What follows belongs to an exercise in optimizing a design on an open flow for small area and a short achievable clock period; a production flow would make more cautious choices.
In this exercise RTL edits were held to simulation tests only and were not proved equivalent to the original.
Power and IR drop assume default switching activity.

==> flow/design.v <==
module alu16bit (
  input clk,
  input reset,
  input [2:0] operation,
  input [15:0] operand_A,
  input [15:0] operand_B,
  output reg [31:0] result,
  output reg carry_flag,
  output reg zero_flag
);
  wire [15:0] a = operand_A;
  wire [15:0] b = operand_B;
  wire is_add = (operation == 3'd0);
  wire is_sub = (operation == 3'd1);
  wire is_mul = (operation == 3'd2);
  wire [15:0] m = is_mul ? b : {15'd0, is_add | is_sub};
  reg [15:0] cv;
  always @(*) begin
    case (operation)
      3'd0: cv = b;
      3'd1: cv = ~b;
      3'd3: cv = a & b;
      3'd4: cv = a | b;
      3'd5: cv = ~(a & b);
      3'd6: cv = ~(a | b);
      3'd7: cv = a ^ b;
      default: cv = 16'd0;
    endcase
  end
  wire cin = is_sub;
  wire [15:0] an = ~a;
  wire [15:0] mn = ~m;
  wire p1;
  nor2 up1 (an[0], mn[0], p1);
  wire p2;
  nor2 up2 (an[1], mn[0], p2);
  wire p3;
  nor2 up3 (an[2], mn[0], p3);
  wire p4;
  nor2 up4 (an[3], mn[0], p4);
  wire p5;
  nor2 up5 (an[4], mn[0], p5);
  wire p6;
  nor2 up6 (an[5], mn[0], p6);
  wire p7;
  nor2 up7 (an[6], mn[0], p7);
  wire p8;
  nor2 up8 (an[7], mn[0], p8);
  wire p9;
  nor2 up9 (an[8], mn[0], p9);
  wire p10;
  nor2 up10 (an[9], mn[0], p10);
  wire p11;
  nor2 up11 (an[10], mn[0], p11);
  wire p12;
  nor2 up12 (an[11], mn[0], p12);
  wire p13;
  nor2 up13 (an[12], mn[0], p13);
  wire p14;
  nor2 up14 (an[13], mn[0], p14);
  wire p15;
  nor2 up15 (an[14], mn[0], p15);
  wire p16;
  nor2 up16 (an[15], mn[0], p16);
  wire p17;
  nor2 up17 (an[0], mn[1], p17);
  wire p18;
  nor2 up18 (an[1], mn[1], p18);
  wire p19;
  nor2 up19 (an[2], mn[1], p19);
  wire p20;
  nor2 up20 (an[3], mn[1], p20);
  wire p21;
  nor2 up21 (an[4], mn[1], p21);
  wire p22;
  nor2 up22 (an[5], mn[1], p22);
  wire p23;
  nor2 up23 (an[6], mn[1], p23);
  wire p24;
  nor2 up24 (an[7], mn[1], p24);
  wire p25;
  nor2 up25 (an[8], mn[1], p25);
  wire p26;
  nor2 up26 (an[9], mn[1], p26);
  wire p27;
  nor2 up27 (an[10], mn[1], p27);
  wire p28;
  nor2 up28 (an[11], mn[1], p28);
  wire p29;
  nor2 up29 (an[12], mn[1], p29);
  wire p30;
  nor2 up30 (an[13], mn[1], p30);
  wire p31;
  nor2 up31 (an[14], mn[1], p31);
  wire p32;
  nor2 up32 (an[15], mn[1], p32);
  wire p33;
  nor2 up33 (an[0], mn[2], p33);
  wire p34;
  nor2 up34 (an[1], mn[2], p34);
  wire p35;
  nor2 up35 (an[2], mn[2], p35);
  wire p36;
  nor2 up36 (an[3], mn[2], p36);
  wire p37;
  nor2 up37 (an[4], mn[2], p37);
  wire p38;
  nor2 up38 (an[5], mn[2], p38);
  wire p39;
  nor2 up39 (an[6], mn[2], p39);
  wire p40;
  nor2 up40 (an[7], mn[2], p40);
  wire p41;
  nor2 up41 (an[8], mn[2], p41);
  wire p42;
  nor2 up42 (an[9], mn[2], p42);
  wire p43;
  nor2 up43 (an[10], mn[2], p43);
  wire p44;
  nor2 up44 (an[11], mn[2], p44);
  wire p45;
  nor2 up45 (an[12], mn[2], p45);
  wire p46;
  nor2 up46 (an[13], mn[2], p46);
  wire p47;
  nor2 up47 (an[14], mn[2], p47);
  wire p48;
  nor2 up48 (an[15], mn[2], p48);
  wire p49;
  nor2 up49 (an[0], mn[3], p49);
  wire p50;
  nor2 up50 (an[1], mn[3], p50);
  wire p51;
  nor2 up51 (an[2], mn[3], p51);
  wire p52;
  nor2 up52 (an[3], mn[3], p52);
  wire p53;
  nor2 up53 (an[4], mn[3], p53);
  wire p54;
  nor2 up54 (an[5], mn[3], p54);
  wire p55;
  nor2 up55 (an[6], mn[3], p55);
  wire p56;
  nor2 up56 (an[7], mn[3], p56);
  wire p57;
  nor2 up57 (an[8], mn[3], p57);
  wire p58;
  nor2 up58 (an[9], mn[3], p58);
  wire p59;
  nor2 up59 (an[10], mn[3], p59);
  wire p60;
  nor2 up60 (an[11], mn[3], p60);
  wire p61;
  nor2 up61 (an[12], mn[3], p61);
  wire p62;
  nor2 up62 (an[13], mn[3], p62);
  wire p63;
  nor2 up63 (an[14], mn[3], p63);
  wire p64;
  nor2 up64 (an[15], mn[3], p64);
  wire p65;
  nor2 up65 (an[0], mn[4], p65);
  wire p66;
  nor2 up66 (an[1], mn[4], p66);
  wire p67;
  nor2 up67 (an[2], mn[4], p67);
  wire p68;
  nor2 up68 (an[3], mn[4], p68);
  wire p69;
  nor2 up69 (an[4], mn[4], p69);
  wire p70;
  nor2 up70 (an[5], mn[4], p70);
  wire p71;
  nor2 up71 (an[6], mn[4], p71);
  wire p72;
  nor2 up72 (an[7], mn[4], p72);
  wire p73;
  nor2 up73 (an[8], mn[4], p73);
  wire p74;
  nor2 up74 (an[9], mn[4], p74);
  wire p75;
  nor2 up75 (an[10], mn[4], p75);
  wire p76;
  nor2 up76 (an[11], mn[4], p76);
  wire p77;
  nor2 up77 (an[12], mn[4], p77);
  wire p78;
  nor2 up78 (an[13], mn[4], p78);
  wire p79;
  nor2 up79 (an[14], mn[4], p79);
  wire p80;
  nor2 up80 (an[15], mn[4], p80);
  wire p81;
  nor2 up81 (an[0], mn[5], p81);
  wire p82;
  nor2 up82 (an[1], mn[5], p82);
  wire p83;
  nor2 up83 (an[2], mn[5], p83);
  wire p84;
  nor2 up84 (an[3], mn[5], p84);
  wire p85;
  nor2 up85 (an[4], mn[5], p85);
  wire p86;
  nor2 up86 (an[5], mn[5], p86);
  wire p87;
  nor2 up87 (an[6], mn[5], p87);
  wire p88;
  nor2 up88 (an[7], mn[5], p88);
  wire p89;
  nor2 up89 (an[8], mn[5], p89);
  wire p90;
  nor2 up90 (an[9], mn[5], p90);
  wire p91;
  nor2 up91 (an[10], mn[5], p91);
  wire p92;
  nor2 up92 (an[11], mn[5], p92);
  wire p93;
  nor2 up93 (an[12], mn[5], p93);
  wire p94;
  nor2 up94 (an[13], mn[5], p94);
  wire p95;
  nor2 up95 (an[14], mn[5], p95);
  wire p96;
  nor2 up96 (an[15], mn[5], p96);
  wire p97;
  nor2 up97 (an[0], mn[6], p97);
  wire p98;
  nor2 up98 (an[1], mn[6], p98);
  wire p99;
  nor2 up99 (an[2], mn[6], p99);
  wire p100;
  nor2 up100 (an[3], mn[6], p100);
  wire p101;
  nor2 up101 (an[4], mn[6], p101);
  wire p102;
  nor2 up102 (an[5], mn[6], p102);
  wire p103;
  nor2 up103 (an[6], mn[6], p103);
  wire p104;
  nor2 up104 (an[7], mn[6], p104);
  wire p105;
  nor2 up105 (an[8], mn[6], p105);
  wire p106;
  nor2 up106 (an[9], mn[6], p106);
  wire p107;
  nor2 up107 (an[10], mn[6], p107);
  wire p108;
  nor2 up108 (an[11], mn[6], p108);
  wire p109;
  nor2 up109 (an[12], mn[6], p109);
  wire p110;
  nor2 up110 (an[13], mn[6], p110);
  wire p111;
  nor2 up111 (an[14], mn[6], p111);
  wire p112;
  nor2 up112 (an[15], mn[6], p112);
  wire p113;
  nor2 up113 (an[0], mn[7], p113);
  wire p114;
  nor2 up114 (an[1], mn[7], p114);
  wire p115;
  nor2 up115 (an[2], mn[7], p115);
  wire p116;
  nor2 up116 (an[3], mn[7], p116);
  wire p117;
  nor2 up117 (an[4], mn[7], p117);
  wire p118;
  nor2 up118 (an[5], mn[7], p118);
  wire p119;
  nor2 up119 (an[6], mn[7], p119);
  wire p120;
  nor2 up120 (an[7], mn[7], p120);
  wire p121;
  nor2 up121 (an[8], mn[7], p121);
  wire p122;
  nor2 up122 (an[9], mn[7], p122);
  wire p123;
  nor2 up123 (an[10], mn[7], p123);
  wire p124;
  nor2 up124 (an[11], mn[7], p124);
  wire p125;
  nor2 up125 (an[12], mn[7], p125);
  wire p126;
  nor2 up126 (an[13], mn[7], p126);
  wire p127;
  nor2 up127 (an[14], mn[7], p127);
  wire p128;
  nor2 up128 (an[15], mn[7], p128);
  wire p129;
  nor2 up129 (an[0], mn[8], p129);
  wire p130;
  nor2 up130 (an[1], mn[8], p130);
  wire p131;
  nor2 up131 (an[2], mn[8], p131);
  wire p132;
  nor2 up132 (an[3], mn[8], p132);
  wire p133;
  nor2 up133 (an[4], mn[8], p133);
  wire p134;
  nor2 up134 (an[5], mn[8], p134);
  wire p135;
  nor2 up135 (an[6], mn[8], p135);
  wire p136;
  nor2 up136 (an[7], mn[8], p136);
  wire p137;
  nor2 up137 (an[8], mn[8], p137);
  wire p138;
  nor2 up138 (an[9], mn[8], p138);
  wire p139;
  nor2 up139 (an[10], mn[8], p139);
  wire p140;
  nor2 up140 (an[11], mn[8], p140);
  wire p141;
  nor2 up141 (an[12], mn[8], p141);
  wire p142;
  nor2 up142 (an[13], mn[8], p142);
  wire p143;
  nor2 up143 (an[14], mn[8], p143);
  wire p144;
  nor2 up144 (an[15], mn[8], p144);
  wire p145;
  nor2 up145 (an[0], mn[9], p145);
  wire p146;
  nor2 up146 (an[1], mn[9], p146);
  wire p147;
  nor2 up147 (an[2], mn[9], p147);
  wire p148;
  nor2 up148 (an[3], mn[9], p148);
  wire p149;
  nor2 up149 (an[4], mn[9], p149);
  wire p150;
  nor2 up150 (an[5], mn[9], p150);
  wire p151;
  nor2 up151 (an[6], mn[9], p151);
  wire p152;
  nor2 up152 (an[7], mn[9], p152);
  wire p153;
  nor2 up153 (an[8], mn[9], p153);
  wire p154;
  nor2 up154 (an[9], mn[9], p154);
  wire p155;
  nor2 up155 (an[10], mn[9], p155);
  wire p156;
  nor2 up156 (an[11], mn[9], p156);
  wire p157;
  nor2 up157 (an[12], mn[9], p157);
  wire p158;
  nor2 up158 (an[13], mn[9], p158);
  wire p159;
  nor2 up159 (an[14], mn[9], p159);
  wire p160;
  nor2 up160 (an[15], mn[9], p160);
  wire p161;
  nor2 up161 (an[0], mn[10], p161);
  wire p162;
  nor2 up162 (an[1], mn[10], p162);
  wire p163;
  nor2 up163 (an[2], mn[10], p163);
  wire p164;
  nor2 up164 (an[3], mn[10], p164);
  wire p165;
  nor2 up165 (an[4], mn[10], p165);
  wire p166;
  nor2 up166 (an[5], mn[10], p166);
  wire p167;
  nor2 up167 (an[6], mn[10], p167);
  wire p168;
  nor2 up168 (an[7], mn[10], p168);
  wire p169;
  nor2 up169 (an[8], mn[10], p169);
  wire p170;
  nor2 up170 (an[9], mn[10], p170);
  wire p171;
  nor2 up171 (an[10], mn[10], p171);
  wire p172;
  nor2 up172 (an[11], mn[10], p172);
  wire p173;
  nor2 up173 (an[12], mn[10], p173);
  wire p174;
  nor2 up174 (an[13], mn[10], p174);
  wire p175;
  nor2 up175 (an[14], mn[10], p175);
  wire p176;
  nor2 up176 (an[15], mn[10], p176);
  wire p177;
  nor2 up177 (an[0], mn[11], p177);
  wire p178;
  nor2 up178 (an[1], mn[11], p178);
  wire p179;
  nor2 up179 (an[2], mn[11], p179);
  wire p180;
  nor2 up180 (an[3], mn[11], p180);
  wire p181;
  nor2 up181 (an[4], mn[11], p181);
  wire p182;
  nor2 up182 (an[5], mn[11], p182);
  wire p183;
  nor2 up183 (an[6], mn[11], p183);
  wire p184;
  nor2 up184 (an[7], mn[11], p184);
  wire p185;
  nor2 up185 (an[8], mn[11], p185);
  wire p186;
  nor2 up186 (an[9], mn[11], p186);
  wire p187;
  nor2 up187 (an[10], mn[11], p187);
  wire p188;
  nor2 up188 (an[11], mn[11], p188);
  wire p189;
  nor2 up189 (an[12], mn[11], p189);
  wire p190;
  nor2 up190 (an[13], mn[11], p190);
  wire p191;
  nor2 up191 (an[14], mn[11], p191);
  wire p192;
  nor2 up192 (an[15], mn[11], p192);
  wire p193;
  nor2 up193 (an[0], mn[12], p193);
  wire p194;
  nor2 up194 (an[1], mn[12], p194);
  wire p195;
  nor2 up195 (an[2], mn[12], p195);
  wire p196;
  nor2 up196 (an[3], mn[12], p196);
  wire p197;
  nor2 up197 (an[4], mn[12], p197);
  wire p198;
  nor2 up198 (an[5], mn[12], p198);
  wire p199;
  nor2 up199 (an[6], mn[12], p199);
  wire p200;
  nor2 up200 (an[7], mn[12], p200);
  wire p201;
  nor2 up201 (an[8], mn[12], p201);
  wire p202;
  nor2 up202 (an[9], mn[12], p202);
  wire p203;
  nor2 up203 (an[10], mn[12], p203);
  wire p204;
  nor2 up204 (an[11], mn[12], p204);
  wire p205;
  nor2 up205 (an[12], mn[12], p205);
  wire p206;
  nor2 up206 (an[13], mn[12], p206);
  wire p207;
  nor2 up207 (an[14], mn[12], p207);
  wire p208;
  nor2 up208 (an[15], mn[12], p208);
  wire p209;
  nor2 up209 (an[0], mn[13], p209);
  wire p210;
  nor2 up210 (an[1], mn[13], p210);
  wire p211;
  nor2 up211 (an[2], mn[13], p211);
  wire p212;
  nor2 up212 (an[3], mn[13], p212);
  wire p213;
  nor2 up213 (an[4], mn[13], p213);
  wire p214;
  nor2 up214 (an[5], mn[13], p214);
  wire p215;
  nor2 up215 (an[6], mn[13], p215);
  wire p216;
  nor2 up216 (an[7], mn[13], p216);
  wire p217;
  nor2 up217 (an[8], mn[13], p217);
  wire p218;
  nor2 up218 (an[9], mn[13], p218);
  wire p219;
  nor2 up219 (an[10], mn[13], p219);
  wire p220;
  nor2 up220 (an[11], mn[13], p220);
  wire p221;
  nor2 up221 (an[12], mn[13], p221);
  wire p222;
  nor2 up222 (an[13], mn[13], p222);
  wire p223;
  nor2 up223 (an[14], mn[13], p223);
  wire p224;
  nor2 up224 (an[15], mn[13], p224);
  wire p225;
  nor2 up225 (an[0], mn[14], p225);
  wire p226;
  nor2 up226 (an[1], mn[14], p226);
  wire p227;
  nor2 up227 (an[2], mn[14], p227);
  wire p228;
  nor2 up228 (an[3], mn[14], p228);
  wire p229;
  nor2 up229 (an[4], mn[14], p229);
  wire p230;
  nor2 up230 (an[5], mn[14], p230);
  wire p231;
  nor2 up231 (an[6], mn[14], p231);
  wire p232;
  nor2 up232 (an[7], mn[14], p232);
  wire p233;
  nor2 up233 (an[8], mn[14], p233);
  wire p234;
  nor2 up234 (an[9], mn[14], p234);
  wire p235;
  nor2 up235 (an[10], mn[14], p235);
  wire p236;
  nor2 up236 (an[11], mn[14], p236);
  wire p237;
  nor2 up237 (an[12], mn[14], p237);
  wire p238;
  nor2 up238 (an[13], mn[14], p238);
  wire p239;
  nor2 up239 (an[14], mn[14], p239);
  wire p240;
  nor2 up240 (an[15], mn[14], p240);
  wire p241;
  nor2 up241 (an[0], mn[15], p241);
  wire p242;
  nor2 up242 (an[1], mn[15], p242);
  wire p243;
  nor2 up243 (an[2], mn[15], p243);
  wire p244;
  nor2 up244 (an[3], mn[15], p244);
  wire p245;
  nor2 up245 (an[4], mn[15], p245);
  wire p246;
  nor2 up246 (an[5], mn[15], p246);
  wire p247;
  nor2 up247 (an[6], mn[15], p247);
  wire p248;
  nor2 up248 (an[7], mn[15], p248);
  wire p249;
  nor2 up249 (an[8], mn[15], p249);
  wire p250;
  nor2 up250 (an[9], mn[15], p250);
  wire p251;
  nor2 up251 (an[10], mn[15], p251);
  wire p252;
  nor2 up252 (an[11], mn[15], p252);
  wire p253;
  nor2 up253 (an[12], mn[15], p253);
  wire p254;
  nor2 up254 (an[13], mn[15], p254);
  wire p255;
  nor2 up255 (an[14], mn[15], p255);
  wire p256;
  nor2 up256 (an[15], mn[15], p256);
  wire n257, n258;
  ha un257 (p13, p28, n257, n258);
  wire n259, n260;
  fa un259 (p14, p29, p44, n259, n260);
  wire n261, n262;
  ha un261 (p59, p74, n261, n262);
  wire n263, n264;
  fa un263 (p15, p30, p45, n263, n264);
  wire n265, n266;
  fa un265 (p60, p75, p90, n265, n266);
  wire n267, n268;
  ha un267 (p105, p120, n267, n268);
  wire n269, n270;
  fa un269 (p16, p31, p46, n269, n270);
  wire n271, n272;
  fa un271 (p61, p76, p91, n271, n272);
  wire n273, n274;
  fa un273 (p106, p121, p136, n273, n274);
  wire n275, n276;
  ha un275 (p151, p166, n275, n276);
  wire n277, n278;
  fa un277 (p32, p47, p62, n277, n278);
  wire n279, n280;
  fa un279 (p77, p92, p107, n279, n280);
  wire n281, n282;
  fa un281 (p122, p137, p152, n281, n282);
  wire n283, n284;
  fa un283 (p48, p63, p78, n283, n284);
  wire n285, n286;
  fa un285 (p93, p108, p123, n285, n286);
  wire n287, n288;
  fa un287 (p64, p79, p94, n287, n288);
  wire n289, n290;
  ha un289 (p9, p24, n289, n290);
  wire n291, n292;
  fa un291 (p10, p25, p40, n291, n292);
  wire n293, n294;
  ha un293 (p55, p70, n293, n294);
  wire n295, n296;
  fa un295 (p11, p26, p41, n295, n296);
  wire n297, n298;
  fa un297 (p56, p71, p86, n297, n298);
  wire n299, n300;
  ha un299 (p101, p116, n299, n300);
  wire n301, n302;
  fa un301 (p12, p27, p42, n301, n302);
  wire n303, n304;
  fa un303 (p57, p72, p87, n303, n304);
  wire n305, n306;
  fa un305 (p102, p117, p132, n305, n306);
  wire n307, n308;
  ha un307 (p147, p162, n307, n308);
  wire n309, n310;
  fa un309 (p43, p58, p73, n309, n310);
  wire n311, n312;
  fa un311 (p88, p103, p118, n311, n312);
  wire n313, n314;
  fa un313 (p133, p148, p163, n313, n314);
  wire n315, n316;
  fa un315 (p178, p193, cv[12], n315, n316);
  wire n317, n318;
  fa un317 (p89, p104, p119, n317, n318);
  wire n319, n320;
  fa un319 (p134, p149, p164, n319, n320);
  wire n321, n322;
  fa un321 (p179, p194, p209, n321, n322);
  wire n323, n324;
  fa un323 (cv[13], n258, n261, n323, n324);
  wire n325, n326;
  fa un325 (p135, p150, p165, n325, n326);
  wire n327, n328;
  fa un327 (p180, p195, p210, n327, n328);
  wire n329, n330;
  fa un329 (p225, cv[14], n262, n329, n330);
  wire n331, n332;
  fa un331 (n267, n260, n263, n331, n332);
  wire n333, n334;
  fa un333 (p181, p196, p211, n333, n334);
  wire n335, n336;
  fa un335 (p226, p241, cv[15], n335, n336);
  wire n337, n338;
  fa un337 (n268, n275, n264, n337, n338);
  wire n339, n340;
  fa un339 (n266, n269, n271, n339, n340);
  wire n341, n342;
  fa un341 (p167, p182, p197, n341, n342);
  wire n343, n344;
  fa un343 (p212, p227, p242, n343, n344);
  wire n345, n346;
  fa un345 (n276, n270, n272, n345, n346);
  wire n347, n348;
  fa un347 (n274, n277, n279, n347, n348);
  wire n349, n350;
  fa un349 (p138, p153, p168, n349, n350);
  wire n351, n352;
  fa un351 (p183, p198, p213, n351, n352);
  wire n353, n354;
  fa un353 (p228, p243, n278, n353, n354);
  wire n355, n356;
  fa un355 (n280, n282, n283, n355, n356);
  wire n357, n358;
  fa un357 (p109, p124, p139, n357, n358);
  wire n359, n360;
  fa un359 (p154, p169, p184, n359, n360);
  wire n361, n362;
  fa un361 (p199, p214, p229, n361, n362);
  wire n363, n364;
  fa un363 (p244, n284, n286, n363, n364);
  wire n365, n366;
  fa un365 (p80, p95, p110, n365, n366);
  wire n367, n368;
  fa un367 (p125, p140, p155, n367, n368);
  wire n369, n370;
  fa un369 (p170, p185, p200, n369, n370);
  wire n371, n372;
  fa un371 (p215, p230, p245, n371, n372);
  wire n373, n374;
  fa un373 (p96, p111, p126, n373, n374);
  wire n375, n376;
  fa un375 (p141, p156, p171, n375, n376);
  wire n377, n378;
  fa un377 (p186, p201, p216, n377, n378);
  wire n379, n380;
  fa un379 (p112, p127, p142, n379, n380);
  wire n381, n382;
  fa un381 (p157, p172, p187, n381, n382);
  wire n383, n384;
  fa un383 (p128, p143, p158, n383, n384);
  wire n385, n386;
  ha un385 (p6, p21, n385, n386);
  wire n387, n388;
  fa un387 (p7, p22, p37, n387, n388);
  wire n389, n390;
  ha un389 (p52, p67, n389, n390);
  wire n391, n392;
  fa un391 (p8, p23, p38, n391, n392);
  wire n393, n394;
  fa un393 (p53, p68, p83, n393, n394);
  wire n395, n396;
  ha un395 (p98, p113, n395, n396);
  wire n397, n398;
  fa un397 (p39, p54, p69, n397, n398);
  wire n399, n400;
  fa un399 (p84, p99, p114, n399, n400);
  wire n401, n402;
  fa un401 (p129, cv[8], n289, n401, n402);
  wire n403, n404;
  fa un403 (p85, p100, p115, n403, n404);
  wire n405, n406;
  fa un405 (p130, p145, cv[9], n405, n406);
  wire n407, n408;
  fa un407 (n290, n293, n291, n407, n408);
  wire n409, n410;
  fa un409 (p131, p146, p161, n409, n410);
  wire n411, n412;
  fa un411 (cv[10], n294, n299, n411, n412);
  wire n413, n414;
  fa un413 (n292, n295, n297, n413, n414);
  wire n415, n416;
  fa un415 (p177, cv[11], n300, n415, n416);
  wire n417, n418;
  fa un417 (n307, n296, n298, n417, n418);
  wire n419, n420;
  fa un419 (n301, n303, n305, n419, n420);
  wire n421, n422;
  fa un421 (n308, n257, n302, n421, n422);
  wire n423, n424;
  fa un423 (n304, n306, n309, n423, n424);
  wire n425, n426;
  fa un425 (n311, n313, n315, n425, n426);
  wire n427, n428;
  fa un427 (n310, n312, n314, n427, n428);
  wire n429, n430;
  fa un429 (n259, n317, n319, n429, n430);
  wire n431, n432;
  fa un431 (n321, n316, n323, n431, n432);
  wire n433, n434;
  fa un433 (n318, n320, n322, n433, n434);
  wire n435, n436;
  fa un435 (n265, n325, n327, n435, n436);
  wire n437, n438;
  fa un437 (n324, n329, n331, n437, n438);
  wire n439, n440;
  fa un439 (n326, n328, n273, n439, n440);
  wire n441, n442;
  fa un441 (n333, n335, n330, n441, n442);
  wire n443, n444;
  fa un443 (n332, n337, n339, n443, n444);
  wire n445, n446;
  fa un445 (n334, n281, n341, n445, n446);
  wire n447, n448;
  fa un447 (n343, n336, n338, n447, n448);
  wire n449, n450;
  fa un449 (n340, n345, n347, n449, n450);
  wire n451, n452;
  fa un451 (n342, n344, n285, n451, n452);
  wire n453, n454;
  fa un453 (n349, n351, n346, n453, n454);
  wire n455, n456;
  fa un455 (n348, n353, n355, n455, n456);
  wire n457, n458;
  fa un457 (n350, n352, n287, n457, n458);
  wire n459, n460;
  fa un459 (n357, n359, n361, n459, n460);
  wire n461, n462;
  fa un461 (n354, n356, n363, n461, n462);
  wire n463, n464;
  fa un463 (n358, n360, n362, n463, n464);
  wire n465, n466;
  fa un465 (n288, n365, n367, n465, n466);
  wire n467, n468;
  fa un467 (n369, n371, n364, n467, n468);
  wire n469, n470;
  fa un469 (p231, p246, n366, n469, n470);
  wire n471, n472;
  fa un471 (n368, n370, n372, n471, n472);
  wire n473, n474;
  fa un473 (n373, n375, n377, n473, n474);
  wire n475, n476;
  fa un475 (p202, p217, p232, n475, n476);
  wire n477, n478;
  fa un477 (p247, n374, n376, n477, n478);
  wire n479, n480;
  fa un479 (n378, n379, n381, n479, n480);
  wire n481, n482;
  fa un481 (p173, p188, p203, n481, n482);
  wire n483, n484;
  fa un483 (p218, p233, p248, n483, n484);
  wire n485, n486;
  fa un485 (n380, n382, n383, n485, n486);
  wire n487, n488;
  fa un487 (p144, p159, p174, n487, n488);
  wire n489, n490;
  fa un489 (p189, p204, p219, n489, n490);
  wire n491, n492;
  fa un491 (p234, p249, n384, n491, n492);
  wire n493, n494;
  fa un493 (p160, p175, p190, n493, n494);
  wire n495, n496;
  fa un495 (p205, p220, p235, n495, n496);
  wire n497, n498;
  fa un497 (p176, p191, p206, n497, n498);
  wire n499, n500;
  ha un499 (p4, p19, n499, n500);
  wire n501, n502;
  fa un501 (p5, p20, p35, n501, n502);
  wire n503, n504;
  ha un503 (p50, p65, n503, n504);
  wire n505, n506;
  fa un505 (p36, p51, p66, n505, n506);
  wire n507, n508;
  fa un507 (p81, cv[5], n385, n507, n508);
  wire n509, n510;
  fa un509 (p82, p97, cv[6], n509, n510);
  wire n511, n512;
  fa un511 (n386, n389, n387, n511, n512);
  wire n513, n514;
  fa un513 (cv[7], n390, n395, n513, n514);
  wire n515, n516;
  fa un515 (n388, n391, n393, n515, n516);
  wire n517, n518;
  fa un517 (n396, n392, n394, n517, n518);
  wire n519, n520;
  fa un519 (n397, n399, n401, n519, n520);
  wire n521, n522;
  fa un521 (n398, n400, n403, n521, n522);
  wire n523, n524;
  fa un523 (n405, n402, n407, n523, n524);
  wire n525, n526;
  fa un525 (n404, n409, n406, n525, n526);
  wire n527, n528;
  fa un527 (n411, n408, n413, n527, n528);
  wire n529, n530;
  fa un529 (n410, n412, n415, n529, n530);
  wire n531, n532;
  fa un531 (n414, n417, n419, n531, n532);
  wire n533, n534;
  fa un533 (n416, n418, n420, n533, n534);
  wire n535, n536;
  fa un535 (n421, n423, n425, n535, n536);
  wire n537, n538;
  fa un537 (n422, n424, n427, n537, n538);
  wire n539, n540;
  fa un539 (n429, n426, n431, n539, n540);
  wire n541, n542;
  fa un541 (n428, n430, n433, n541, n542);
  wire n543, n544;
  fa un543 (n435, n432, n437, n543, n544);
  wire n545, n546;
  fa un545 (n434, n436, n439, n545, n546);
  wire n547, n548;
  fa un547 (n441, n438, n443, n547, n548);
  wire n549, n550;
  fa un549 (n440, n445, n442, n549, n550);
  wire n551, n552;
  fa un551 (n447, n444, n449, n551, n552);
  wire n553, n554;
  fa un553 (n446, n451, n448, n553, n554);
  wire n555, n556;
  fa un555 (n453, n450, n455, n555, n556);
  wire n557, n558;
  fa un557 (n452, n457, n459, n557, n558);
  wire n559, n560;
  fa un559 (n454, n456, n461, n559, n560);
  wire n561, n562;
  fa un561 (n458, n460, n463, n561, n562);
  wire n563, n564;
  fa un563 (n465, n467, n462, n563, n564);
  wire n565, n566;
  fa un565 (n464, n466, n469, n565, n566);
  wire n567, n568;
  fa un567 (n471, n473, n468, n567, n568);
  wire n569, n570;
  fa un569 (n475, n470, n472, n569, n570);
  wire n571, n572;
  fa un571 (n474, n477, n479, n571, n572);
  wire n573, n574;
  fa un573 (n476, n481, n483, n573, n574);
  wire n575, n576;
  fa un575 (n478, n480, n485, n575, n576);
  wire n577, n578;
  fa un577 (n482, n484, n487, n577, n578);
  wire n579, n580;
  fa un579 (n489, n486, n491, n579, n580);
  wire n581, n582;
  fa un581 (p250, n488, n490, n581, n582);
  wire n583, n584;
  fa un583 (n493, n495, n492, n583, n584);
  wire n585, n586;
  fa un585 (p221, p236, p251, n585, n586);
  wire n587, n588;
  fa un587 (n494, n496, n497, n587, n588);
  wire n589, n590;
  fa un589 (p192, p207, p222, n589, n590);
  wire n591, n592;
  fa un591 (p237, p252, n498, n591, n592);
  wire n593, n594;
  fa un593 (p208, p223, p238, n593, n594);
  wire n595, n596;
  ha un595 (p3, p18, n595, n596);
  wire n597, n598;
  fa un597 (p34, p49, cv[3], n597, n598);
  wire n599, n600;
  fa un599 (cv[4], n500, n503, n599, n600);
  wire n601, n602;
  fa un601 (n504, n502, n505, n601, n602);
  wire n603, n604;
  fa un603 (n506, n509, n508, n603, n604);
  wire n605, n606;
  fa un605 (n510, n513, n512, n605, n606);
  wire n607, n608;
  fa un607 (n514, n516, n517, n607, n608);
  wire n609, n610;
  fa un609 (n518, n521, n520, n609, n610);
  wire n611, n612;
  fa un611 (n522, n525, n524, n611, n612);
  wire n613, n614;
  fa un613 (n526, n529, n528, n613, n614);
  wire n615, n616;
  fa un615 (n530, n532, n533, n615, n616);
  wire n617, n618;
  fa un617 (n534, n537, n536, n617, n618);
  wire n619, n620;
  fa un619 (n538, n541, n540, n619, n620);
  wire n621, n622;
  fa un621 (n542, n545, n544, n621, n622);
  wire n623, n624;
  fa un623 (n546, n549, n548, n623, n624);
  wire n625, n626;
  fa un625 (n550, n553, n552, n625, n626);
  wire n627, n628;
  fa un627 (n557, n554, n559, n627, n628);
  wire n629, n630;
  fa un629 (n558, n561, n560, n629, n630);
  wire n631, n632;
  fa un631 (n562, n565, n564, n631, n632);
  wire n633, n634;
  fa un633 (n569, n566, n571, n633, n634);
  wire n635, n636;
  fa un635 (n573, n570, n572, n635, n636);
  wire n637, n638;
  fa un637 (n574, n577, n576, n637, n638);
  wire n639, n640;
  fa un639 (n578, n581, n583, n639, n640);
  wire n641, n642;
  fa un641 (n585, n582, n587, n641, n642);
  wire n643, n644;
  fa un643 (n586, n589, n588, n643, n644);
  wire n645, n646;
  fa un645 (p253, n590, n593, n645, n646);
  wire n647, n648;
  fa un647 (p224, p239, p254, n647, n648);
  wire n649, n650;
  ha un649 (cin, p1, n649, n650);
  wire n651, n652;
  fa un651 (p2, p17, cv[1], n651, n652);
  wire n653, n654;
  fa un653 (p33, cv[2], n595, n653, n654);
  wire n655, n656;
  fa un655 (n596, n499, n597, n655, n656);
  wire n657, n658;
  fa un657 (n501, n598, n599, n657, n658);
  wire n659, n660;
  fa un659 (n600, n507, n601, n659, n660);
  wire n661, n662;
  fa un661 (n602, n511, n603, n661, n662);
  wire n663, n664;
  fa un663 (n515, n604, n605, n663, n664);
  wire n665, n666;
  fa un665 (n519, n606, n607, n665, n666);
  wire n667, n668;
  fa un667 (n608, n523, n609, n667, n668);
  wire n669, n670;
  fa un669 (n527, n610, n611, n669, n670);
  wire n671, n672;
  fa un671 (n531, n612, n613, n671, n672);
  wire n673, n674;
  fa un673 (n535, n614, n615, n673, n674);
  wire n675, n676;
  fa un675 (n539, n616, n617, n675, n676);
  wire n677, n678;
  fa un677 (n618, n543, n619, n677, n678);
  wire n679, n680;
  fa un679 (n547, n620, n621, n679, n680);
  wire n681, n682;
  fa un681 (n551, n622, n623, n681, n682);
  wire n683, n684;
  fa un683 (n555, n624, n625, n683, n684);
  wire n685, n686;
  fa un685 (n556, n626, n627, n685, n686);
  wire n687, n688;
  fa un687 (n563, n628, n629, n687, n688);
  wire n689, n690;
  fa un689 (n567, n630, n631, n689, n690);
  wire n691, n692;
  fa un691 (n568, n633, n632, n691, n692);
  wire n693, n694;
  fa un693 (n575, n635, n634, n693, n694);
  wire n695, n696;
  fa un695 (n579, n636, n637, n695, n696);
  wire n697, n698;
  fa un697 (n580, n638, n639, n697, n698);
  wire n699, n700;
  fa un699 (n584, n641, n640, n699, n700);
  wire n701, n702;
  fa un701 (n591, n642, n643, n701, n702);
  wire n703, n704;
  fa un703 (n592, n645, n644, n703, n704);
  wire n705, n706;
  fa un705 (n594, n647, n646, n705, n706);
  wire n707, n708;
  fa un707 (p240, p255, n648, n707, n708);
  wire n709, n710;
  ha un709 (cv[0], n649, n709, n710);
  wire n711, n712;
  fa un711 (n650, n710, n651, n711, n712);
  wire n713, n714;
  fa un713 (n652, n653, n712, n713, n714);
  wire n715, n716;
  fa un715 (n654, n655, n714, n715, n716);
  wire n717, n718;
  fa un717 (n656, n657, n716, n717, n718);
  wire n719, n720;
  fa un719 (n658, n659, n718, n719, n720);
  wire n721, n722;
  ha un721 (n660, n661, n721, n722);
  wire n723, n724;
  ha un723 (n662, n663, n723, n724);
  wire n725, n726;
  ha un725 (n664, n665, n725, n726);
  wire n727, n728;
  ha un727 (n666, n667, n727, n728);
  wire n729, n730;
  ha un729 (n668, n669, n729, n730);
  wire n731, n732;
  ha un731 (n670, n671, n731, n732);
  wire n733, n734;
  ha un733 (n672, n673, n733, n734);
  wire n735, n736;
  ha un735 (n674, n675, n735, n736);
  wire n737, n738;
  ha un737 (n676, n677, n737, n738);
  wire n739, n740;
  ha un739 (n678, n679, n739, n740);
  wire n741, n742;
  ha un741 (n680, n681, n741, n742);
  wire n743, n744;
  ha un743 (n682, n683, n743, n744);
  wire n745, n746;
  ha un745 (n684, n685, n745, n746);
  wire n747, n748;
  ha un747 (n686, n687, n747, n748);
  wire n749, n750;
  ha un749 (n688, n689, n749, n750);
  wire n751, n752;
  ha un751 (n690, n691, n751, n752);
  wire n753, n754;
  ha un753 (n692, n693, n753, n754);
  wire n755, n756;
  ha un755 (n694, n695, n755, n756);
  wire n757, n758;
  ha un757 (n696, n697, n757, n758);
  wire n759, n760;
  ha un759 (n698, n699, n759, n760);
  wire n761, n762;
  ha un761 (n700, n701, n761, n762);
  wire n763, n764;
  ha un763 (n702, n703, n763, n764);
  wire n765, n766;
  ha un765 (n704, n705, n765, n766);
  wire n767, n768;
  ha un767 (n706, n707, n767, n768);
  wire n769, n770;
  ha un769 (n708, p256, n769, n770);
  wire n771 = ~((n721 & n720) | n722);
  wire n772 = ~((n725 & n724) | n726);
  wire n773 = ~(n725 & n723);
  wire n774 = ~((n729 & n728) | n730);
  wire n775 = ~(n729 & n727);
  wire n776 = ~((n733 & n732) | n734);
  wire n777 = ~(n733 & n731);
  wire n778 = ~((n737 & n736) | n738);
  wire n779 = ~(n737 & n735);
  wire n780 = ~((n741 & n740) | n742);
  wire n781 = ~(n741 & n739);
  wire n782 = ~((n745 & n744) | n746);
  wire n783 = ~(n745 & n743);
  wire n784 = ~((n749 & n748) | n750);
  wire n785 = ~(n749 & n747);
  wire n786 = ~((n753 & n752) | n754);
  wire n787 = ~(n753 & n751);
  wire n788 = ~((n757 & n756) | n758);
  wire n789 = ~(n757 & n755);
  wire n790 = ~((n761 & n760) | n762);
  wire n791 = ~(n761 & n759);
  wire n792 = ~((n765 & n764) | n766);
  wire n793 = ~(n765 & n763);
  wire n794 = ~((n769 & n768) | n770);
  wire n795 = ~(n769 & n767);
  wire n796 = ~((n773 | n771) & n772);
  wire n797 = ~((n777 | n774) & n776);
  wire n798 = ~(n777 | n775);
  wire n799 = ~((n781 | n778) & n780);
  wire n800 = ~(n781 | n779);
  wire n801 = ~((n785 | n782) & n784);
  wire n802 = ~(n785 | n783);
  wire n803 = ~((n789 | n786) & n788);
  wire n804 = ~(n789 | n787);
  wire n805 = ~((n793 | n790) & n792);
  wire n806 = ~(n793 | n791);
  wire n807 = ~((n798 & n796) | n797);
  wire n808 = ~((n802 & n799) | n801);
  wire n809 = ~(n802 & n800);
  wire n810 = ~((n806 & n803) | n805);
  wire n811 = ~(n806 & n804);
  wire n812 = ~((n809 | n807) & n808);
  wire n813 = ~n812;
  wire n814 = ~((n811 | n813) & n810);
  wire n815 = ~n807;
  wire n816 = ~((n800 & n815) | n799);
  wire n817 = ~((n804 & n812) | n803);
  wire n818 = ~n796;
  wire n819 = ~((n775 | n818) & n774);
  wire n820 = ~((n779 | n807) & n778);
  wire n821 = ~((n783 | n816) & n782);
  wire n822 = ~n812;
  wire n823 = ~((n787 | n822) & n786);
  wire n824 = ~((n791 | n817) & n790);
  wire n825 = ~n814;
  wire n826 = ~((n795 | n825) & n794);
  wire n827 = ~n771;
  wire n828 = ~((n723 & n827) | n724);
  wire n829 = ~((n727 & n796) | n728);
  wire n830 = ~((n731 & n819) | n732);
  wire n831 = ~n807;
  wire n832 = ~((n735 & n831) | n736);
  wire n833 = ~((n739 & n820) | n740);
  wire n834 = ~n816;
  wire n835 = ~((n743 & n834) | n744);
  wire n836 = ~((n747 & n821) | n748);
  wire n837 = ~((n751 & n812) | n752);
  wire n838 = ~((n755 & n823) | n756);
  wire n839 = ~n817;
  wire n840 = ~((n759 & n839) | n760);
  wire n841 = ~((n763 & n824) | n764);
  wire n842 = ~((n767 & n814) | n768);
  wire n843 = ~((1'b0 & n826) | 1'b0);
  wire n844, n845;
  ha un844 (n721, n720, n844, n845);
  wire n846, n847;
  ha un846 (n723, n771, n846, n847);
  wire n848 = ~n846;
  wire n849, n850;
  ha un849 (n725, n828, n849, n850);
  wire n851 = ~n849;
  wire n852, n853;
  ha un852 (n727, n796, n852, n853);
  wire n854, n855;
  ha un854 (n729, n829, n854, n855);
  wire n856 = ~n854;
  wire n857, n858;
  ha un857 (n731, n819, n857, n858);
  wire n859, n860;
  ha un859 (n733, n830, n859, n860);
  wire n861 = ~n859;
  wire n862, n863;
  ha un862 (n735, n807, n862, n863);
  wire n864 = ~n862;
  wire n865, n866;
  ha un865 (n737, n832, n865, n866);
  wire n867 = ~n865;
  wire n868, n869;
  ha un868 (n739, n820, n868, n869);
  wire n870, n871;
  ha un870 (n741, n833, n870, n871);
  wire n872 = ~n870;
  wire n873, n874;
  ha un873 (n743, n816, n873, n874);
  wire n875 = ~n873;
  wire n876, n877;
  ha un876 (n745, n835, n876, n877);
  wire n878 = ~n876;
  wire n879, n880;
  ha un879 (n747, n821, n879, n880);
  wire n881, n882;
  ha un881 (n749, n836, n881, n882);
  wire n883 = ~n881;
  wire n884, n885;
  ha un884 (n751, n812, n884, n885);
  wire n886, n887;
  ha un886 (n753, n837, n886, n887);
  wire n888 = ~n886;
  wire n889, n890;
  ha un889 (n755, n823, n889, n890);
  wire n891, n892;
  ha un891 (n757, n838, n891, n892);
  wire n893 = ~n891;
  wire n894, n895;
  ha un894 (n759, n817, n894, n895);
  wire n896 = ~n894;
  wire n897, n898;
  ha un897 (n761, n840, n897, n898);
  wire n899 = ~n897;
  wire n900, n901;
  ha un900 (n763, n824, n900, n901);
  wire n902, n903;
  ha un902 (n765, n841, n902, n903);
  wire n904 = ~n902;
  wire n905, n906;
  ha un905 (n767, n814, n905, n906);
  wire n907, n908;
  ha un907 (n769, n842, n907, n908);
  wire n909 = ~n907;
  wire [31:0] s = {n826, n909, n905, n904, n900, n899, n896, n893, n889, n888, n884, n883, n879, n878, n875, n872, n868, n867, n864, n861, n857, n856, n852, n851, n848, n844, n719, n717, n715, n713, n711, n709};
  wire borrow = is_sub & ~s[16];
  wire zero_lo = (s[15:0] == 16'd0);
  wire zero_mul = (a == 16'd0) | (b == 16'd0);
  wire [31:0] r = {s[31:17] | {15{borrow}}, s[16] ^ is_sub, s[15:0]};
  wire z = is_mul ? zero_mul : zero_lo;
  always @(posedge clk) begin
    if (reset) begin
      result     <= 32'b0;
      carry_flag <= 1'b0;
      zero_flag  <= 1'b0;
    end else begin
      result     <= r;
      carry_flag <= borrow;
      zero_flag  <= z;
    end
  end
endmodule
module fa (input a, input b, input c, output s, output co);
  assign s = a ^ b ^ c;
  assign co = (a & b) | (a & c) | (b & c);
endmodule
module ha (input a, input b, output s, output co);
  assign s = a ^ b;
  assign co = a & b;
endmodule
module xor2 (input a, input b, output y);
  assign y = a ^ b;
endmodule
module xnor2 (input a, input b, output y);
  assign y = ~(a ^ b);
endmodule
module and2 (input a, input b, output y);
  assign y = a & b;
endmodule
module nand2 (input a, input b, output y);
  assign y = ~(a & b);
endmodule
module nor2 (input a, input b, output y);
  assign y = ~(a | b);
endmodule
module inv1 (input a, output y);
  assign y = ~a;
endmodule
module aoi21 (input a, input b, input c, output y);
  assign y = ~((a & b) | c);
endmodule
module oai21 (input a, input b, input c, output y);
  assign y = ~((a | b) & c);
endmodule
==> flow/run.sh <==
#!/bin/bash
# synth_recipe.tcl (not shown) runs the flow's synth.tcl, then flattens the netlist and writes it again
# the make line also repeats each setting of config.mk as NAME=value (left out here)
make -C /OpenROAD-flow-scripts/flow DESIGN_CONFIG=/design/flow/config.mk WORK_HOME=/design/flow/orfs CLKGATE_MAP_FILE= SYNTH_SCRIPT=/design/flow/synth_recipe.tcl finish
==> flow/config.mk <==
export PLATFORM = sky130hd
export DESIGN_NAME = alu16bit
export DESIGN_NICKNAME = alu16bit
export VERILOG_FILES = /design/flow/design.v
export SDC_FILE = /design/flow/constraint.sdc
export NUM_CORES = 4
export LEC_CHECK = 0
export ABC_AREA = 1
export CAP_MARGIN = 20
export CORE_MARGIN = 2
export CORE_UTILIZATION = 40
export GPL_TIMING_DRIVEN = 0
export SLEW_MARGIN = 20
export SYNTH_HIERARCHICAL = 1
==> flow/constraint.sdc <==
create_clock -name core_clock -period 7.2 [get_ports {clk}]
set_input_delay 1.4400 -clock core_clock [delete_from_list [all_inputs] [get_ports {clk}]]
set_output_delay 1.4400 -clock core_clock [all_outputs]
set_load 0.01 [all_outputs]
==> metrics.md, run 1 <==
| Metric | Value |
|---|---|
| Status | finished clean |
| Largest net degree at the start of global routing | 19 |
| Antenna diodes | 0 |
| Met3 GRT Util | under 10% |
| Async SR Flop Fraction | 0% |
| Largest area contributor in the netlist | fa_1 |
| Post-synthesis cell type count | 31 |
| Worst-path maximum fanout | 5 |
| Peak supply drop | roughly 0.00009 V |
| Worst setup EP type | flip-flop |
| Dpl ws | -1.48 ns |
| Share of post-route cells with drive strength above 1 | 9.41% |
| CTS root buf | clkbuf_16 |
| Detailed Place HPWL | approximately 19,000 µm |
| Leak | ~5.3 nW |
| Final hold violation count | 0 |
| CP startpoint kind | input port |
| Worst-Margin Slew | about 0.9 ns |
| FP Rows | 54 |
| Drt drc | 0 |
| Routed Antenna Nets | 0 |
| Tot Pwr | between 0.001 and 0.0015 W |
| CTS tree | built |
| CP Class | in -> reg |
| Vias in the first global route | 7,920 |
| Syn avg cell area | roughly 9.4 µm² |
| Detailed Routing Iterations Pass 1 | 8 |
| Ports | 71 |
| Setup violators final | 0 |
| Yosys warns | 7 |
| Top Usage Layer GRT | met2 |
| Drt via density | ~5.6 |
| Crit path DAT | slightly above 7 ns |
| Hold Path Class | in -> reg |
| Drt initial violations | ~570 |
| Total die area | roughly 23,000 µm² |
| Die Wd | ~150 µm |
| Routed via count | 7,347 |
| Power Density | 119 nW/µm² |
| Final Cycle Share | 96.4% |
| FMAX | between 0.1 and 0.15 GHz |
| Final GP Congestion | slightly below 0.9 |
| FILL cells | 2,078 |
| Setup TNS | 0 ns |
| Period minus WS final | around 7 ns |
| WP data required | roughly 7.4 ns |
| Die span in y | between 150 and 200 µm |
| Max-cap viol count | 0 |
| Cts hold-fix bufs | 0 |
| Met2 GRT Util | 39.0% |
| Synth Instances | 930 |
| Final Core Density | approximately half |
| Netlist Area Pre-Place | ~9000 µm² |
| Area taken by flip-flops and latches | approximately 680 µm² |
| Synth area leaders | fa_1, ha_1, nor2_1 |
| Met1 Resource Use GR | 27.7% |
| Wire per inst | around 19 µm |
| Placed Instance Area | ~9800 µm² |
| Critical hold path startpoint | reset |
| Clock-pin slew on the worst setup and hold paths | roughly 0.060 ns |
| EDFF count, synth | 0 |
| Share of Yosys cell area claimed by the top area cell type | 49.2% |
| CTS sink count | 34 |
| Syn-to-layout area delta | 19.6% |
| Hold Path Sink | result[18] |
| Total of flip-flops plus latches after synthesis | 34 |
| NumNets Final | approximately 1,400 |
| Post-Route WL | 25,700 µm |
| Worst hold path stage count | 2 |
| Max_slew headroom | ~40% |
| Final slew viol count | 0 |
| Net Count, Synth | around 1,300 |
| Area of the multi-input gates | about 8000 µm² |
| # port buffers | 69 |
| GRT overflow | 0 |
| Seq/Total Area, Yosys | approximately 7.8% |
| Global Route Usage Sum | ~22% |
| Setup slack after layout | around 0.26 ns |
| Htree depth | 2 |
| Finished layout cell area | between 10,000 and 15,000 µm² |
| Initial antenna violation count | 0 |
| TritonCTS Buffers | 5 |
| Dominant synthesized flop cell | dfxtp_1 |
| First-pass GRT wire length | just over 40,000 µm |
| Core area | 21,700 µm² |
| Buffer levels on the longest clock path | 2 |
| Initial Util | between 40% and 50% |
[area by class of cell]
cell class                      instances  share of cell area, %
Buffer                                 12                  0.786
Clock buffer                            7                   1.36
Clock inverter                          1                 0.0476
Inverter                               70                   2.89
Multi-Input combinational cell        814                   75.7
Sequential cell                        34                   6.48
Tap cell                              280                   3.33
Timing Repair Buffer                  103                   9.44
[synth_stat cells (all sizes together) (6+ instances only)]
master,count
clkbuf,6
o22ai,12
fa,216
nand4,10
ha,99
dfxtp,34
nand2,79
o2111ai,13
a22oi,8
nor2,304
a221oi,12
a21oi,37
inv,70
buf,6
[metrics by stage]
stage	hold slack (ns)	instances
finish	1.50	1321
global placement	1.80	1279
detailed placement	1.80	1281
floorplan	1.71	930
CTS	1.50	1295
global route	1.55	1321
[sequential cells by signal, indices dropped and copies added, names as in the netlist]
signal	cells
zero_flag	1
carry_flag	1
result	32
[per-module statistics from Yosys, one instance, submodules excluded]
module	area, µm²	times used
fa	20.0	216
nor2	3.75	256
ha	12.5	66
alu16bit	2670	1
[layer usage]
metal	vias up	share of wire (%)	routed length [µm]
li1	3212	-	-
met1	3763	38	9760
met2	297	52	13400
met3	75	6.3	1610
met4	0	3.9	1010
met5	-	0	0
[cells by family after synthesis]
family,synth area share [%]
simple gates,18.3
flops,7.75
compound gates,7.04
fa+ha+maj,63.3
buf+inv,3.62
[repair_timing]
action	CTS	global route
setup buffers	6	24
setup endpoints to repair	21	17
resized for setup	41	24
pin swaps	2	2
cloned	0	2
[power by group]
group | internal [W] | switching, W
clock | 0.000137 | 0.0000826
sequential | 0.000236 | 0.0000109
combinational | 0.000346 | 0.000432
[cells in the final DEF, fill, tap and decap left out, types with 4 or more instances in the layout]
| cell type | synthesis | final |
|---|---|---|
| nor2_1 | 303 | 298 |
| fa_1 | 216 | 213 |
| ha_1 | 99 | 98 |
| clkdlybuf4s50_1 | 0 | 66 |
| nand2_1 | 75 | 61 |
| inv_1 | 68 | 56 |
| a21oi_1 | 37 | 37 |
| dfxtp_1 | 34 | 34 |
| buf_4 | 1 | 32 |
| o22ai_1 | 12 | 12 |
| a221oi_1 | 12 | 12 |
| o2111ai_1 | 13 | 12 |
| clkinvlp_4 | 0 | 11 |
| nand4_1 | 10 | 10 |
| a22oi_1 | 8 | 8 |
| nand2_2 | 4 | 7 |
| clkbuf_16 | 0 | 7 |
| nand2_4 | 0 | 7 |
| nor2_2 | 1 | 5 |
| clkbuf_1 | 6 | 5 |
| buf_2 | 5 | 4 |
| o211ai_1 | 4 | 4 |
| nand2_8 | 0 | 4 |
| nand3_1 | 4 | 4 |
| nor4_1 | 4 | 4 |
[worst max path at each step]
| stage | endpoint | cells past startpoint | from | slack, ns |
|---|---|---|---|---|
| finish | zero_flag | 23 | operand_B[1] | 0.26 |
| detailed placement | result[17] | 23 | operation[1] | -1.48 |
| floorplan | result[17] | 22 | operation[1] | 0.39 |
| global placement | result[25] | 23 | operation[1] | -1.42 |
| global route | result[24] | 24 | operand_B[1] | -0.009 |
| CTS | result[28] | 24 | operation[1] | 0.008 |
[worst max-delay path, cell delays in order]
cell             delay [ns]
clkdlybuf4s50_1        0.62
inv_1                  0.10
ha_1                   0.28
a22oi_1                0.22
o2111ai_2              0.21
fa_1                   0.49
fa_1                   0.40
fa_1                   0.41
fa_1                   0.39
fa_1                   0.39
fa_1                   0.41
nand2_1                0.07
nand2_1                0.08
nand2_1                0.08
nand2_2                0.07
nand2_1                0.06
nand2_1                0.12
a31o_2                 0.24
ha_1                   0.31
nor4_1                 0.20
a31oi_1                0.15
or2_2                  0.30
nor2_1                 0.10
==> run 2: changes to the inputs <==
--- a/flow/config.mk
+++ b/flow/config.mk
@@ -11,2 +11,3 @@
 export CORE_UTILIZATION = 40
+export CTS_BUF_LIST = sky130_fd_sc_hd__clkbuf_4
 export GPL_TIMING_DRIVEN = 0
==> metrics.md, run 2 <==
| Metric | Value |
|---|---|
| Status | finished clean (unchanged) |
| Netlist Area Pre-Place | 8780 µm² (unchanged) |
| Detailed Place HPWL | 19,000 µm (unchanged) |
| Most instantiated cells after synthesis | nor2_1, fa_1, ha_1, nand2_1, inv_1 (unchanged) |
| CTS sink count | 34 (unchanged) |
| Count leader, synth | nor2_1 (unchanged) |
| Detailed Routing Iterations Pass 1 | 7 (was 8) |
| Post-Route WL | 25,800 µm (was 25,700 µm) |
| Worst-path maximum fanout | 18 (was 5) |
| Crit path DAT | 7.27 ns (was 7.16 ns) |
| Initial antenna violation count | 0 (unchanged) |
| Die span in y | 152 µm (unchanged) |
| Routed via count | 7,372 (was 7,347) |
| Setup TNS | 0 ns (unchanged) |
| Top Usage Layer GRT | met2 (unchanged) |
| Total of flip-flops plus latches after synthesis | 34 (unchanged) |
| Worst path cell trace | clkdlybuf4s50_1, inv_1, ha_1, nand2_1, o21ai_0, a21oi_1, o2111ai_1, fa_1, fa_1, fa_1, fa_1, ha_1, nand2_1, nand2_1, a21oi_1, nand2_1, a31o_2, ha_1, nor4_1, a31oi_1, or2_2, nor2_1 (was clkdlybuf4s50_1, inv_1, ha_1, a22oi_1, o2111ai_2, fa_1, fa_1, fa_1, fa_1, fa_1, fa_1, nand2_1, nand2_1, nand2_1, nand2_2, nand2_1, nand2_1, a31o_2, ha_1, nor4_1, a31oi_1, or2_2, nor2_1) |
| Finished layout cell area | 10,500 µm² (about the same) |
| Final slew viol count | 0 (unchanged) |
| Peak supply drop | 0.0000886 V (was 0.0000889 V) |
| Core area | 21,700 µm² (unchanged) |
| Power Density | 109 nW/µm² (was 119 nW/µm²) |
| Max-cap viol count | 0 (unchanged) |
| NumNets Final | 1,395 (was 1,392) |
| Period minus WS final | 6.96 ns (was 6.94 ns) |
| Drt initial violations | 524 (was 567) |
| Met2 GRT Util | 39.3% (was 39.0%) |
| FP Rows | 54 (unchanged) |
| Critical Path Start | operand_A[9] (was operand_B[1]) |
| Largest regs | result x32, carry_flag x1, zero_flag x1 (unchanged) |
| Largest stage delay on the critical path | 0.61 ns (was 0.62 ns) |
| Multiplexer share of the synthesized area | 0% (unchanged) |
| Vias in the first global route | 7,852 (was 7,920) |
| Yosys warns | 7 (unchanged) |
| Simple-gate portion of the synthesized area | 18.3% (unchanged) |
| Drt via density | 5.57 (was 5.56) |
| Synth Instances | 930 (unchanged) |
| Leak | 5.30 nW (was 5.32 nW) |
| Net Count, Synth | 1,282 (unchanged) |
| Routed Antenna Nets | 0 (unchanged) |
| Final GP Congestion | 0.874 (unchanged) |
| Max_slew headroom | 40.0% (about the same) |
| Clock-pin slew on the worst setup and hold paths | 0.12 ns (was 0.06 ns) |
| TritonCTS Buffers | 5 (unchanged) |
| Drt drc | 0 (unchanged) |
| Synth area leaders | fa_1, ha_1, nor2_1 (unchanged) |
| Htree depth | 2 (unchanged) |
| Syn avg cell area | 9.44 µm² (unchanged) |
| Commonest non-fill, non-tap cell in the layout | nor2_1 (unchanged) |
| Async SR Flop Fraction | 0% (unchanged) |
| CP Class | in -> reg (unchanged) |
| Syn-to-layout area delta | 19.7% (was 19.6%) |
| Top delay family on crit path | adder cells (unchanged) |
| Met3 GRT Util | 3.01% (was 3.16%) |
| Die Wd | 152 µm (unchanged) |
| GRT overflow | 0 (unchanged) |
| Post-synthesis cell type count | 31 (unchanged) |
| Xor and xnor area share after synthesis | 0% (unchanged) |
| Seq/Total Area, Yosys | 7.75% (unchanged) |
| Placed Instance Area | 9840 µm² (unchanged) |
| # port buffers | 69 (unchanged) |
| Worst setup EP type | flip-flop (unchanged) |
| Area taken by flip-flops and latches | 681 µm² (unchanged) |
| Share of Yosys cell area claimed by the top area cell type | 49.2% (unchanged) |
| CP startpoint kind | input port (unchanged) |
| Synth Area in Compound Gates | 7.04% (unchanged) |
| Ports | 71 (unchanged) |
| Largest area contributor in the netlist | fa_1 (unchanged) |
| Largest Register | result (unchanged) |
| Initial Util | 40.5% (unchanged) |
| Antenna diodes | 0 (unchanged) |
| EDFF count, synth | 0 (unchanged) |
| FMAX | 0.144 GHz (about the same) |
| Most frequent cells in the layout | nor2_1, fa_1, ha_1 (unchanged) |
| Adder-Cell Fraction of Synth Area | 63.3% (unchanged) |
| Global Route Usage Sum | 22.1% (was 22.2%) |
| Met1 Resource Use GR | 27.7% (about the same) |
| Hold Path Class | in -> reg (unchanged) |
| Total die area | 23,200 µm² (unchanged) |
| Area of the multi-input gates | 8010 µm² (was 7950 µm²) |
| Worst-Margin Slew | 0.900 ns (about the same) |
| Largest net degree at the start of global routing | 19 (unchanged) |
| WP data required | 7.50 ns (was 7.42 ns) |
| Final hold violation count | 0 (unchanged) |
| Largest family of logic cells by synthesized area | adder cells (unchanged) |
| Buffers & Inverters on Critical Path | 2 (unchanged) |
| Setup violators final | 0 (unchanged) |
| First-pass GRT wire length | 40,500 µm (was 40,600 µm) |
| Critical hold path startpoint | reset (unchanged) |
| Dominant synthesized flop cell | dfxtp_1 (unchanged) |
| Largest register FFs | 32 (unchanged) |
| CTS root buf | clkbuf_4 (was clkbuf_16) |
| Share of post-route cells with drive strength above 1 | 10.2% (was 9.41%) |
| Final Cycle Share | 96.7% (was 96.4%) |
| Wire per inst | 19.5 µm (about the same) |
| CTS tree | built (unchanged) |
| Tot Pwr | 0.00114 W (was 0.00125 W) |
| Crit-path slowest cell | inv_1 (was clkdlybuf4s50_1) |
| FILL cells | 2,071 (was 2,078) |
| Buffer levels on the longest clock path | 2 (unchanged) |
==> run 2: worst paths after layout <==
path                          to  slack, ns  cells past startpoint
worst max-delay path   zero_flag       0.24                     22
worst min-delay path  result[18]       1.44                      2
==> run 2: report_power, final <==
group,internal [W],switching (W)
Combinational,0.000350,0.000436
Sequential,0.000236,0.0000109
Clock,0.0000405,0.0000712
Total,0.000626,0.000518
==> run 2: logic make-up (layout without fill, tap and decap cells) <==
kind of cell	after synthesis	in the layout
adders and majority gates	315	315
AOI/OAI and AO/OA	93	93
and+or+nand+nor	406	406
DFF	34	34
buffers and inverters	82	196
==> run 2: routing by layer <==
layer | routed length, µm | part of all wire, %
met1 | 9780 | 38
met2 | 13600 | 52
met3 | 1690 | 6.5
met4 | 801 | 3.1
met5 | 0 | 0
==> run 2: timing repair <==
| action | CTS | global route |
|---|---|---|
| setup buffers | 4 | 29 |
| resized for setup | 28 | 49 |
| cloned | 0 | 2 |
| pin swaps | 2 | 2 |
| endpoints found under the setup margin | 20 | 17 |
| hold buffers | 0 | 0 |
==> run 2: metrics by stage <==
step	hold slack (ns)	utilization (%)	worst slack, ns	std cells
floorplan	1.71	-	0.387	930
global placement	1.80	45.3	-1.42	1279
detailed placement	1.80	45.4	-1.48	1281
CTS	1.42	46.3	0.000112	1293
global route	1.46	48.5	-0.0149	1324
finish	1.44	48.5	0.238	1324
==> run 2: Yosys stat by module (local to each module, per instance) <==
module,cell area (µm²),cells
alu16bit,2670,392
fa,20.0,1
ha,12.5,1
nor2,3.75,1
==> run 2: layout make-up <==
cell class / count / area share [%]
multi-input combinational: 814 / 76.2
timing repair buffer: 106 / 9.85
sequential: 34 / 6.47
tap: 280 / 3.33
inverter: 70 / 2.82
buffer: 12 / 0.785
clock buffer: 6 / 0.428
clock inverter: 2 / 0.0833
==> run 3: changes to the inputs <==
--- a/flow/config.mk
+++ b/flow/config.mk
@@ -11,3 +11,4 @@
 export CORE_UTILIZATION = 40
-export CTS_BUF_LIST = sky130_fd_sc_hd__clkbuf_4
+export CTS_BUF_LIST = sky130_fd_sc_hd__clkbuf_8
+export CTS_CLUSTER_SIZE = 40
 export GPL_TIMING_DRIVEN = 0
==> metrics.md, run 3 <==
| Metric | Value |
|---|---|
| Total of flip-flops plus latches after synthesis | 34 (unchanged) |
| Core area | 21,700 µm² (unchanged) |
| Synth Instances | 930 (unchanged) |
| Drt drc | 0 (unchanged) |
| Hold Path Sink | result[18] (unchanged) |
| Worst setup EP type | flip-flop (unchanged) |
| Htree depth | 2 (unchanged) |
| Critical hold path startpoint | reset (unchanged) |
| Post-Route WL | 25,700 µm (was 25,800 µm) |
| Final slew viol count | 0 (unchanged) |
| Worst-Margin Slew | 0.905 ns (was 0.900 ns) |
| TritonCTS Buffers | 5 (unchanged) |
| Post-synthesis cell type count | 31 (unchanged) |
| Finished layout cell area | 10,400 µm² (was 10,500 µm²) |
| Final Cycle Share | 96.9% (was 96.7%) |
| # port buffers | 69 (unchanged) |
| Largest Register | result (unchanged) |
| Drt initial violations | 553 (was 524) |
| Largest net degree at the start of global routing | 19 (unchanged) |
| CP startpoint kind | input port (unchanged) |
| FMAX | 0.143 GHz (was 0.144 GHz) |
| Leak | 5.28 nW (was 5.30 nW) |
| Share of Yosys cell area claimed by the top area cell type | 49.2% (unchanged) |
| Most instantiated cells after synthesis | nor2_1, fa_1, ha_1, nand2_1, inv_1 (unchanged) |
| Commonest non-fill, non-tap cell in the layout | nor2_1 (unchanged) |
| Period minus WS final | 6.98 ns (was 6.96 ns) |
| Antenna diodes | 0 (unchanged) |
| Total die area | 23,200 µm² (unchanged) |
| First-pass GRT wire length | 40,600 µm (was 40,500 µm) |
| CTS sink count | 34 (unchanged) |
| Crit path DAT | 7.21 ns (was 7.27 ns) |
| Hold Path Class | in -> reg (unchanged) |
| Die Wd | 152 µm (unchanged) |
| Largest stage delay on the critical path | 0.62 ns (was 0.61 ns) |
| Max-cap viol count | 0 (unchanged) |
| Placed Instance Area | 9840 µm² (unchanged) |
| Syn-to-layout area delta | 18.7% (was 19.7%) |
| Ports | 71 (unchanged) |
| FP Rows | 54 (unchanged) |
| Global Route Usage Sum | 22.2% (was 22.1%) |
| Power Density | 113 nW/µm² (was 109 nW/µm²) |
| Share of post-route cells with drive strength above 1 | 8.96% (was 10.2%) |
| Final hold violation count | 0 (unchanged) |
| Detailed Routing Iterations Pass 1 | 7 (unchanged) |
| EDFF count, synth | 0 (unchanged) |
| Tot Pwr | 0.00117 W (was 0.00114 W) |
| WP data required | 7.44 ns (was 7.50 ns) |
| Yosys warns | 7 (unchanged) |
| Netlist Area Pre-Place | 8780 µm² (unchanged) |
| Routed Antenna Nets | 0 (unchanged) |
| NumNets Final | 1,389 (was 1,395) |
| Worst hold path stage count | 2 (unchanged) |
| CTS root buf | clkbuf_8 (was clkbuf_4) |
| Status | finished clean (unchanged) |
| Dominant synthesized flop cell | dfxtp_1 (unchanged) |
| Hold slack | 1.49 ns (was 1.44 ns) |
| Syn avg cell area | 9.44 µm² (unchanged) |
| Cts hold-fix bufs | 0 (unchanged) |
| Buffer levels on the longest clock path | 2 (unchanged) |
| Largest regs | result x32, carry_flag x1, zero_flag x1 (unchanged) |
| Vias in the first global route | 7,894 (was 7,852) |
| Peak supply drop | 0.0000887 V (was 0.0000886 V) |
| CTS tree | built (unchanged) |
| Wire per inst | 19.5 µm (about the same) |
| Net Count, Synth | 1,282 (unchanged) |
| CP Class | in -> reg (unchanged) |
| Async SR Flop Fraction | 0% (unchanged) |
| Initial Util | 40.5% (unchanged) |
| Routed via count | 7,388 (was 7,372) |
| Largest area contributor in the netlist | fa_1 (unchanged) |
| GRT overflow | 0 (unchanged) |
| Largest register FFs | 32 (unchanged) |
| Drt via density | 5.61 (was 5.57) |
| Most common cell on crit path | fa_1 |
| Max_slew headroom | 39.6% (was 40.0%) |
| Count leader, synth | nor2_1 (unchanged) |
| Worst path cell trace | clkdlybuf4s50_1, inv_1, ha_1, a22oi_1, o2111ai_1, fa_1, fa_1, fa_1, fa_1, fa_1, fa_1, nand2_1, nand2_1, nand2_1, nand2_2, nand2_1, nand2_1, a31o_2, ha_1, nor4_1, a31oi_1, or2_2, nor2_1 (was clkdlybuf4s50_1, inv_1, ha_1, nand2_1, o21ai_0, a21oi_1, o2111ai_1, fa_1, fa_1, fa_1, fa_1, ha_1, nand2_1, nand2_1, a21oi_1, nand2_1, a31o_2, ha_1, nor4_1, a31oi_1, or2_2, nor2_1) |
| Setup violators final | 0 (unchanged) |
| Worst-path maximum fanout | 5 (was 18) |
| Clock-pin slew on the worst setup and hold paths | 0.08 ns (was 0.12 ns) |
| Crit-path slowest cell | clkdlybuf4s50_1 (was inv_1) |
| Seq/Total Area, Yosys | 7.75% (unchanged) |
| Most frequent cells in the layout | nor2_1, fa_1, ha_1 (unchanged) |
| Detailed Place HPWL | 19,000 µm (unchanged) |
| Synth area leaders | fa_1, ha_1, nor2_1 (unchanged) |
| Die span in y | 152 µm (unchanged) |
| Final GP Congestion | 0.874 (unchanged) |
| Initial antenna violation count | 0 (unchanged) |
-- run 3: stage by stage --
stage | setup TNS, ns | util, % | cells | setup slack [ns]
floorplan | 0 | - | 930 | 0.387
global placement | -24.07 | 45.3 | 1279 | -1.42
detailed placement | -25.16 | 45.4 | 1281 | -1.48
CTS | 0 | 46.8 | 1295 | 0.0307
global route | -0.00195 | 48.1 | 1318 | -0.00195
finish | 0 | 48.1 | 1318 | 0.222
-- run 3: Yosys stat by module (local to each module, per instance) --
module / flip-flops and latches / cells inside / area [µm²] / copies in the design
nor2: 0 / 1 / 3.75 / 256
fa: 0 / 1 / 20.0 / 216
alu16bit: 34 / 392 / 2670 / 1
ha: 0 / 1 / 12.5 / 66
-- run 3: worst max-delay path by stage --
stage,slack [ns],start,end,depth (start not counted)
2_1_floorplan,0.39,operation[1],result[17],22
3_3_place_gp,-1.42,operation[1],result[25],23
3_5_place_dp,-1.48,operation[1],result[17],23
4_1_cts,0.03,operation[1],result[28],24
5_1_grt,-0.002,operand_B[1],result[24],24
6_report,0.22,operand_B[1],zero_flag,23
-- run 3: layer usage --
layer | up-vias | share of wire [%] | track usage, %
met4 | 0 | 3.3 | 8.50
li1 | 3206 | - | -
met2 | 310 | 53 | 39.1
met3 | 67 | 6.5 | 3.19
met5 | - | 0 | 0
met1 | 3805 | 37 | 27.6
-- run 3: cell families after synthesis --
| group | count (synthesis) | share of synthesized area (%) |
|---|---|---|
| adder cells (fa/ha/maj) | 315 | 63.3 |
| AND/OR/NAND/NOR | 406 | 18.3 |
| flip-flops | 34 | 7.75 |
| AO/OA/AOI/OAI | 93 | 7.04 |
| buffers and inverters | 82 | 3.62 |
-- run 3: area by class of cell --
| class | count | area [µm²] |
|---|---|---|
| clock buffer | 6 | 82.6 |
| sequential | 34 | 681 |
| multi-input combinational | 814 | 7940 |
| inverter | 70 | 304 |
| buffer | 12 | 82.6 |
| fill | 2083 | 11300 |
| timing repair buffer | 100 | 975 |
| clock inverter | 2 | 8.76 |
| tap | 280 | 350 |
-- run 3: where the power goes --
| group | leakage, nW | switching (W) | internal [W] |
|---|---|---|---|
| Sequential | 0.281 | 0.0000109 | 0.000236 |
| Combinational | 4.94 | 0.000431 | 0.000344 |
| Clock | 0.0524 | 0.0000754 | 0.0000759 |
| Total | 5.28 | 0.000517 | 0.000656 |
-- run 3: worst max-delay path, delay by kind of cell --
| kind | cells | cell delay (ns) |
|---|---|---|
| AOI/OAI and AO/OA | 4 | 0.82 |
| adders and majority gates | 8 | 3.12 |
| buffers and inverters | 2 | 0.73 |
| and+or+nand+nor | 9 | 1.09 |
-- run 3: repair_timing --
item	4_1_cts	5_1_grt
gates cloned	0	2
endpoints found under the setup margin	21	17
setup buffers	6	21
resized for setup	41	22
pin swaps	2	2
endpoints found under the hold margin	0	0

==> re-timing with driven ports <==
How much do the figures lean on ideal ports? The routed layouts below were timed once more, with nothing changed but the port constraints.
Step 1 sets driving cells, clkbuf_16 on the clock port and buf_2 on the other inputs (assumed; they add their load-dependent delay and slew).
Step 2, shift: input delay + t, output delay - t, t = (earliest + latest rising clock arrival at the registers) / 2. This alone moves slack from input paths to output paths.
a / b / c = no drivers / after step 1 / after step 2; a / b = the first two.
| run | t, ns | setup WS [ns] | worst setup path at the end | worst register clock-pin slew, ns |
|---|---|---|---|---|
| run 1 | 0.318 | 0.256 / 0.269 / -0.049 | input to register | 0.06 / 0.06 |
| run 2 | 0.380 | 0.238 / 0.246 / -0.134 | input to register | 0.12 / 0.12 |
| run 3 | 0.326 | 0.222 / 0.235 / -0.091 | input to register | 0.08 / 0.08 |
Met with ideal ports but missed after step 2: setup timing in every run listed. The setup slack of run 2, which loses most, moves by +0.008 ns with the drivers and by -0.372 ns with both steps.
